This is an optimization exercise on Yosys and OpenROAD, whose aim is small area, a short achievable clock period and few clock cycles per item, not a production implementation.
Function was checked by simulation only, so behaviour that the tests miss may differ from the original.
Power is estimated from default activity; no workload was simulated.

== lagoon ==
## MIPS_DLX
module MIPS_DLX(
	input clock,
	input reset,
	output [9:0] imem_addr,
	input [31:0] imem_data,
	output [9:0] dmem_addr,
	output [31:0] dmem_wdata,
	output dmem_we,
	input [31:0] dmem_rdata
	);
reg [9:0]  pc;
reg        d_v;             
reg        d_useimm;        
reg        d_sub;           
reg        d_immhi;         
reg [9:0]  d_pc;            
reg [31:0] d_ir;
reg [31:1] d_sa;            
reg [31:1] d_sb;            
reg        d_lbyp;          
reg        d_bpa, d_bpb;    
reg        d_wen;           
reg [4:0]  d_wa;
reg        d_pt;            
reg [9:0]  d_alt;           
reg        e_wen;
reg [4:0]  e_wa;
reg        e_load, e_store, e_br, e_bne, e_pt;
reg        e_addi;          
reg [9:0]  e_alt;
reg [9:0]  e_addr;          
reg [31:0] e_a;             
reg [31:0] e_b;             
reg        e_sub, e_sadd, e_slog, e_ssh, e_sslt, e_sltu, e_sleft, e_sarith, e_sfull;
reg [1:0]  e_lop;
wire [31:0] alu_y;
alu ALU (
	.a(e_a), .bx(e_b),
	.sub(e_sub), .sel_add(e_sadd), .sel_logic(e_slog), .sel_shift(e_ssh), .sel_slt(e_sslt),
  ...
export LEC_CHECK = 0
export CAP_MARGIN = 20
export CORE_MARGIN = 2
export CORE_UTILIZATION = 40
export CTS_CLUSTER_DIAMETER = 100
export CTS_CLUSTER_SIZE = 20
export SETUP_SLACK_MARGIN = 5
export SLEW_MARGIN = 20
create_clock -name core_clock -period 9.0 [get_ports {clock}]
standard.sh (not shown) runs the stock make flow with config.mk's settings and CLKGATE_MAP_FILE= SYNTH_SCRIPT=/design/flow/synth_recipe.tcl, a recipe that flattens the netlist after the stock synthesis.
==> flow/flow/run.sh <==
#!/bin/bash
set -euo pipefail
cd "$(dirname "$0")/.."
bash standard.sh SYNTH_WRAPPED_OPERATORS=1 OPENROAD_HIERARCHICAL=1 \
	"BUFFER_PORTS_ARGS=-buffer_cell sky130_fd_sc_hd__buf_4" \
	SETUP_SLACK_MARGIN=5.4 finish > orfs_make.log 2>&1
lagoon reached the end of the flow, and the finished layout is clean on the timing, DRC and antenna checks.
Testbench counts of lagoon, summed over its fixed seeds: cycles 127,628, instrs 122,234.
Changes in sierra relative to lagoon:
==> flow/flow/run.sh <==
#!/bin/bash
set -euo pipefail
cd "$(dirname "$0")/.."
bash standard.sh SYNTH_WRAPPED_OPERATORS=1 OPENROAD_HIERARCHICAL=1 SETUP_SLACK_MARGIN=5.4 finish > orfs_make.log 2>&1
==> comparison <==
- Between sierra and lagoon, the number of vias per cell does not differ in any meaningful way.
- sierra has more setup slack than lagoon.
- Critical path depth (lower): sierra
- sierra: post-layout minimum cycle time is 0.051 ns lower than what lagoon reported.
- On insertion delay of the later-clocked pin in the worst-skew pair, lagoon tracks sierra almost exactly.
- sierra reports its critical-path cell with the highest stage delay as clkdlybuf4s50_1 while lagoon reports mux4_2.
- sierra and lagoon ended up with roughly the same core occupancy in the finished layout.
- lagoon -> sierra: maximum frequency increased slightly
- From lagoon to sierra the numbers moved as follows: cell-internal power rose 0.034 mW; cell count barely changed; total of cells resized after clock tree synthesis +about 36%; buffer count excluding the clock tree in the final layout saw a decrease.

---

The RTL this note starts from:
==> flow/design.v <==
`timescale 1ns / 1ps
module ksadd #(parameter W = 32, parameter L = 5) (   
	input [W-1:0] a,
	input [W-1:0] b,
	input ci,
	output [W-1:0] s,
	output co
	);
wire [W-1:0] p0 = a ^ b;
wire [W-1:0] g [0:L];
wire [W-1:0] p [0:L];
assign g[0] = (a & b) | {{(W-1){1'b0}}, p0[0] & ci};
assign p[0] = p0;
genvar l, i;
generate
	for (l = 0; l < L; l = l + 1) begin : lvl
		for (i = 0; i < W; i = i + 1) begin : bit_
			if (i >= (1 << l)) begin : m
				assign g[l+1][i] = g[l][i] | (p[l][i] & g[l][i-(1<<l)]);
				assign p[l+1][i] = p[l][i] & p[l][i-(1<<l)];
			end else begin : c
				assign g[l+1][i] = g[l][i];
				assign p[l+1][i] = p[l][i];
			end
		end
	end
endgenerate
wire [W:0] c = {g[L], ci};
assign s = p0 ^ c[W-1:0];
assign co = c[W];
endmodule
`timescale 1ns / 1ps
module alu(
	input [31:0] a,
	input [31:0] bx,
	input sub,
	input sel_add,
	input sel_logic,
	input sel_shift,
	input sel_slt,
	input [1:0] lop,
	input sltu,
	input sleft,
	input sarith,
	input sfull,
	output [31:0] y
	);
wire [31:0] sum;
wire cout;
ksadd #(32) add (.a(a), .b(bx), .ci(sub), .s(sum), .co(cout));
wire [32:0] s33 = {cout, sum};
wire b31 = bx[31] ^ sub;
wire lt = sltu ? ~s33[32] : ((a[31] ^ b31) ? a[31] : s33[31]);
reg [31:0] lg;
always @* begin
	case (lop)
		2'b00: lg = a & bx;
		2'b01: lg = a | bx;
		2'b10: lg = a ^ bx;
		default: lg = ~(a | bx);
	endcase
end
wire fill = sarith & a[31];
wire big = sfull & (|bx[31:5]);
reg [31:0] xin, xrev;
integer k;
always @* begin
	for (k = 0; k < 32; k = k + 1)
		xin[k] = sleft ? a[31-k] : a[k];
end
wire [63:0] xs = {{32{fill}}, xin} >> bx[4:0];
always @* begin
	for (k = 0; k < 32; k = k + 1)
		xrev[k] = xs[31-k];
end
wire shr = sel_shift & ~sleft & ~big;
wire shl = sel_shift & sleft & ~big;
wire shf = sel_shift & big & fill;
assign y = ({32{sel_add}} & sum)
         | ({32{sel_logic}} & lg)
         | ({32{shr}} & xs[31:0])
         | ({32{shl}} & xrev)
         | {32{shf}}
         | {31'b0, sel_slt & lt};
endmodule
`timescale 1ns / 1ps
module MIPS_DLX(
	input clock,
	input reset,
	output [9:0] imem_addr,
	input [31:0] imem_data,
	output [9:0] dmem_addr,
	output [31:0] dmem_wdata,
	output dmem_we,
	input [31:0] dmem_rdata
	);
reg [9:0]  pc;
reg        d_v;             
reg [31:0] d_ir;
reg [31:1] d_sa;            
reg        d_lbyp;          
reg        d_bpa, d_bpb;    
reg        d_wen;           
reg [4:0]  d_wa;
reg        d_pt;            
reg [9:0]  d_alt;           
reg        e_wen;
reg [4:0]  e_wa;
reg        e_load, e_store, e_br, e_bne, e_pt;
reg        e_addi;          
reg [9:0]  e_alt;
reg [9:0]  e_addr;          
reg [31:0] e_a;             
reg [31:0] e_b;             
reg        e_sub, e_sadd, e_slog, e_ssh, e_sslt, e_sltu, e_sleft, e_sarith, e_sfull;
reg [1:0]  e_lop;
wire [31:0] alu_y;
alu ALU (
	.a(e_a), .bx(e_b),
	.sub(e_sub), .sel_add(e_sadd), .sel_logic(e_slog), .sel_shift(e_ssh), .sel_slt(e_sslt),
	.lop(e_lop), .sltu(e_sltu), .sleft(e_sleft), .sarith(e_sarith), .sfull(e_sfull),
	.y(alu_y)
	);
assign dmem_addr  = e_addr;
assign dmem_wdata = e_b;
assign dmem_we    = e_store;
wire [31:0] e_res = alu_y | (dmem_rdata & {32{e_load}});
wire e_taken = e_bne ^ (e_a == e_b);
wire mispredict = e_br & (e_taken ^ e_pt);
wire [31:0] o_x = e_a ^ e_b;
wire [31:0] o_c = {e_a[30:1] | e_b[30:1], e_a[0] & e_b[0], 1'b1};
wire e_one = e_addi & (o_x == o_c);
reg [31:1] one_r;
genvar go_;
generate
	for (go_ = 1; go_ < 32; go_ = go_ + 1) begin : one_w
		always @(posedge clock)
			if (e_wen && e_wa == go_)
				one_r[go_] <= e_one;
	end
endgenerate
wire [5:0] op = d_ir[31:26];
wire [5:0] fn = d_ir[5:0];
wire d_rtype = ~op[5] & ~op[3] & ~op[2] & ~op[1];
wire d_br    = ~op[5] & ~op[3] &  op[2];
wire d_immal = ~op[5] &  op[3];
wire d_load  =  op[5] & ~op[3];
wire d_store =  op[5] &  op[3];
reg [31:0] rf [1:31];
genvar g;
generate
	for (g = 1; g < 32; g = g + 1) begin : wr
		always @(posedge clock)
			if (e_wen && e_wa == g)
				rf[g] <= e_res;
	end
endgenerate
reg [31:0] rf_a0, rf_b;
integer i;
always @* begin
	rf_a0 = 32'b0;
	rf_b = 32'b0;
	for (i = 1; i < 32; i = i + 1) begin
		rf_a0 = rf_a0 | ({32{d_sa[i]}} & rf[i]);
		rf_b = rf_b | ({32{d_ir[20:16] == i}} & rf[i]);
	end
end
wire [31:0] rf_a = rf_a0 | ({32{d_lbyp}} & dmem_rdata);
wire byp_a = d_bpa & e_wen;
wire byp_b = d_bpb & e_wen;
wire stall = d_v & op[5] & byp_a & ~e_load;
wire go = d_v & ~stall & ~mispredict;
wire [31:0] d_a = ({32{byp_a}} & e_res) | ({32{~byp_a}} & rf_a);
wire d_useimm = d_immal | d_load;
wire d_sext = ~(d_immal & op[2]);
wire d_sub = d_rtype ? (fn[5] & fn[1] & (fn[3] | ~fn[2])) : (d_immal & ~op[2] & op[1]);
wire [31:0] d_imm = {{16{d_sext & d_ir[15]}}, d_ir[15:0]};
wire bpb_n = byp_b & ~d_useimm & ~d_sub;
wire bpb_i = byp_b & ~d_useimm & d_sub;
wire [31:0] d_b0 = ((d_useimm ? d_imm : rf_b) ^ {32{d_sub}}) & {32{~(byp_b & ~d_useimm)}};
wire [31:0] d_b = ({32{bpb_n}} & e_res) | ({32{bpb_i}} & ~e_res) | d_b0;
wire d_addi = d_immal & ~op[2] & ~op[1];
wire d_fuse_ok = d_v & d_addi & (d_ir[15:0] == 16'hffff) & d_wen & ~byp_a;
wire d_addi_zero = |(d_sa & one_r);
wire [9:0] d_addr;
ksadd #(10, 4) add_ad (.a(rf_a[9:0]), .b(d_ir[9:0]), .ci(1'b0), .s(d_addr), .co());
always @(posedge clock) begin
	if (reset) begin
		e_wen   <= 1'b0;
		e_load  <= 1'b0;
		e_store <= 1'b0;
		e_br    <= 1'b0;
	end else begin
		e_wen   <= go & d_wen;
		e_load  <= go & d_load;
		e_store <= go & d_store;
		e_br    <= go & d_br;
	end
end
always @(posedge clock) begin
	e_wa     <= d_wa;
	e_bne    <= op[0];
	e_addi   <= d_addi;
	e_pt     <= d_pt;
	e_alt    <= d_alt;
	e_addr   <= d_addr;
	e_a      <= d_a;
	e_b      <= d_b;
	e_sub    <= d_sub;
	e_sadd   <= d_rtype ? (fn[5] & ~fn[3] & ~fn[2]) : (d_immal & ~op[2] & ~op[1]);
	e_slog   <= d_rtype ? (fn[5] & ~fn[3] & fn[2]) : (d_immal & op[2]);
	e_ssh    <= d_rtype & ~fn[5];
	e_sslt   <= d_rtype ? (fn[5] & fn[3]) : (d_immal & ~op[2] & op[1]);
	e_lop    <= d_rtype ? fn[1:0] : op[1:0];
	e_sltu   <= d_rtype & fn[0];
	e_sleft  <= ~fn[1];
	e_sarith <= fn[0];
	e_sfull  <= ~fn[2];
end
assign imem_addr = pc;
wire [31:0] ins = imem_data;
wire [5:0] f_op = ins[31:26];
wire [4:0] f_rs = ins[25:21];
wire [4:0] f_rt = ins[20:16];
wire [4:0] f_rd = ins[15:11];
wire f_rtype = ~f_op[5] & ~f_op[3] & ~f_op[2] & ~f_op[1];
wire f_j     = ~f_op[5] & ~f_op[3] & ~f_op[2] &  f_op[1];
wire f_br    = ~f_op[5] & ~f_op[3] &  f_op[2];
wire f_writes = f_rtype | (~f_op[5] & f_op[3]) | (f_op[5] & ~f_op[3]);
wire [4:0] f_wa = f_rtype ? f_rd : f_rt;
wire f_wen = f_writes & (f_wa != 5'd0);
wire [9:0] pc_inc = pc + 10'd1;
wire [9:0] pc_br;
ksadd #(10, 4) add_br (.a(pc), .b(ins[9:0]), .ci(1'b0), .s(pc_br), .co());
wire f_fuse = f_br & (f_rt == 5'd0) & (f_rs == d_wa) & d_fuse_ok;
wire f_pt_static = ins[9] | (f_op[0] ^ (f_rs == f_rt));
wire f_pt = f_fuse ? (f_op[0] ^ d_addi_zero) : f_pt_static;
wire f_lbyp = d_v & d_load & d_wen & (d_wa == f_rs);
reg [31:1] f_sa;
integer k;
always @* begin
	for (k = 1; k < 32; k = k + 1)
		f_sa[k] = (f_rs == k);
end
reg [9:0] pc_next;
always @* begin
	if (mispredict)            pc_next = e_alt;
	else if (stall)            pc_next = pc;
	else if (f_j)              pc_next = ins[9:0];
	else if (f_br & f_pt)      pc_next = pc_br;
	else                       pc_next = pc_inc;
end
always @(posedge clock) begin
	if (reset) begin
		pc  <= 10'd0;
		d_v <= 1'b0;
	end else begin
		pc <= pc_next;
		if (mispredict)
			d_v <= 1'b0;
		else if (!stall)
			d_v <= 1'b1;
	end
end
always @(posedge clock) begin
	if (!stall) begin
		d_ir  <= ins;
		d_sa  <= f_sa & ~{31{f_lbyp}};
		d_lbyp <= f_lbyp;
		d_bpa <= d_v & d_wen & (d_wa == f_rs);
		d_bpb <= d_v & d_wen & (d_wa == f_rt);
		d_wen <= f_wen;
		d_wa  <= f_wa;
		d_pt  <= f_pt;
		d_alt <= f_pt ? pc_inc : pc_br;
	end
end
endmodule
export LEC_CHECK = 0
export CAP_MARGIN = 20
export CORE_MARGIN = 2
export CORE_UTILIZATION = 40
export CTS_CLUSTER_DIAMETER = 100
export CTS_CLUSTER_SIZE = 20
export PLACE_DENSITY = 0.7
export SETUP_SLACK_MARGIN = 5
export SLEW_MARGIN = 20
create_clock -name core_clock -period 9.0 [get_ports {clock}]
==> flow/flow/run.sh <==
#!/bin/bash
set -euo pipefail
cd "$(dirname "$0")/.."
bash standard.sh SETUP_SLACK_MARGIN=5.25 finish > orfs_make.log 2>&1
Testbench counts at the start, summed over its fixed seeds: cycles 125,917, instrs 122,234.
==> next run, changes <==
==> flow/flow/run.sh (replaced) <==
#!/bin/bash
set -euo pipefail
cd "$(dirname "$0")/.."
bash standard.sh SETUP_SLACK_MARGIN=5.4 finish > orfs_make.log 2>&1
Settings changed: PLACE_DENSITY 0.7 to default.
Result: Design area went up slightly; worst setup slack improved by 0.11 ns; via count went down slightly; critical path depth went down by 2; power went up by a few percent; die area does not change.
==> next run, changes <==
Settings changed: PLACE_DENSITY from default to 0.7.
The new run went through all stages and came out clean.
Final area hardly moves.
Via count rose by 2.7%.
Wire length went down by about 4.4%.
Worst hold slack hardly moves.
Clock power fell by about 4%.
Power went down by about 1.8%.
Setup slack is worse by 0.062 ns.
Utilization went down by 0.10 points.
Maximum frequency fell by about 1.6%.
Area after synthesis does not change.

[afterwards: timing with drivers on the ports]
In the flow no input, the clock included, has a driving cell. The finished layouts below were timed again as built, in two steps. Step 1, drivers: a clkbuf_16 drives clock and a buf_2 each remaining input, both assumed. Step 2 also shifts input and output timing later by t, the mid clock arrival at the registers, as if the neighbouring blocks saw the same clock. Slacks: ideal ports / drivers / drivers and shift; pairs: ideal ports / drivers.
| run | t (ns) | setup slack, ns | worst setup path after step 2 | clock arrival spread, ns |
|---|---|---|---|---|
| lagoon | 0.789 | 5.262 / 5.262 / 4.724 | input to register | 0.055 / 0.054 |
| sierra | 0.781 | 5.314 / 5.244 / 4.603 | input to register | 0.058 / 0.058 |
| the first run of note 2 | 0.763 | 5.096 / 5.096 / 4.475 | input to register | 0.049 / 0.048 |
| the second run of note 2 | 0.764 | 5.201 / 5.201 / 4.632 | input to register | 0.041 / 0.041 |
| the third run of note 2 | 0.758 | 5.140 / 5.140 / 4.631 | input to register | 0.054 / 0.053 |
After both steps setup and hold are still met in every run listed. For sierra, which loses most, drivers alone change the setup slack by -0.070 ns; drivers and shift together by -0.711 ns.
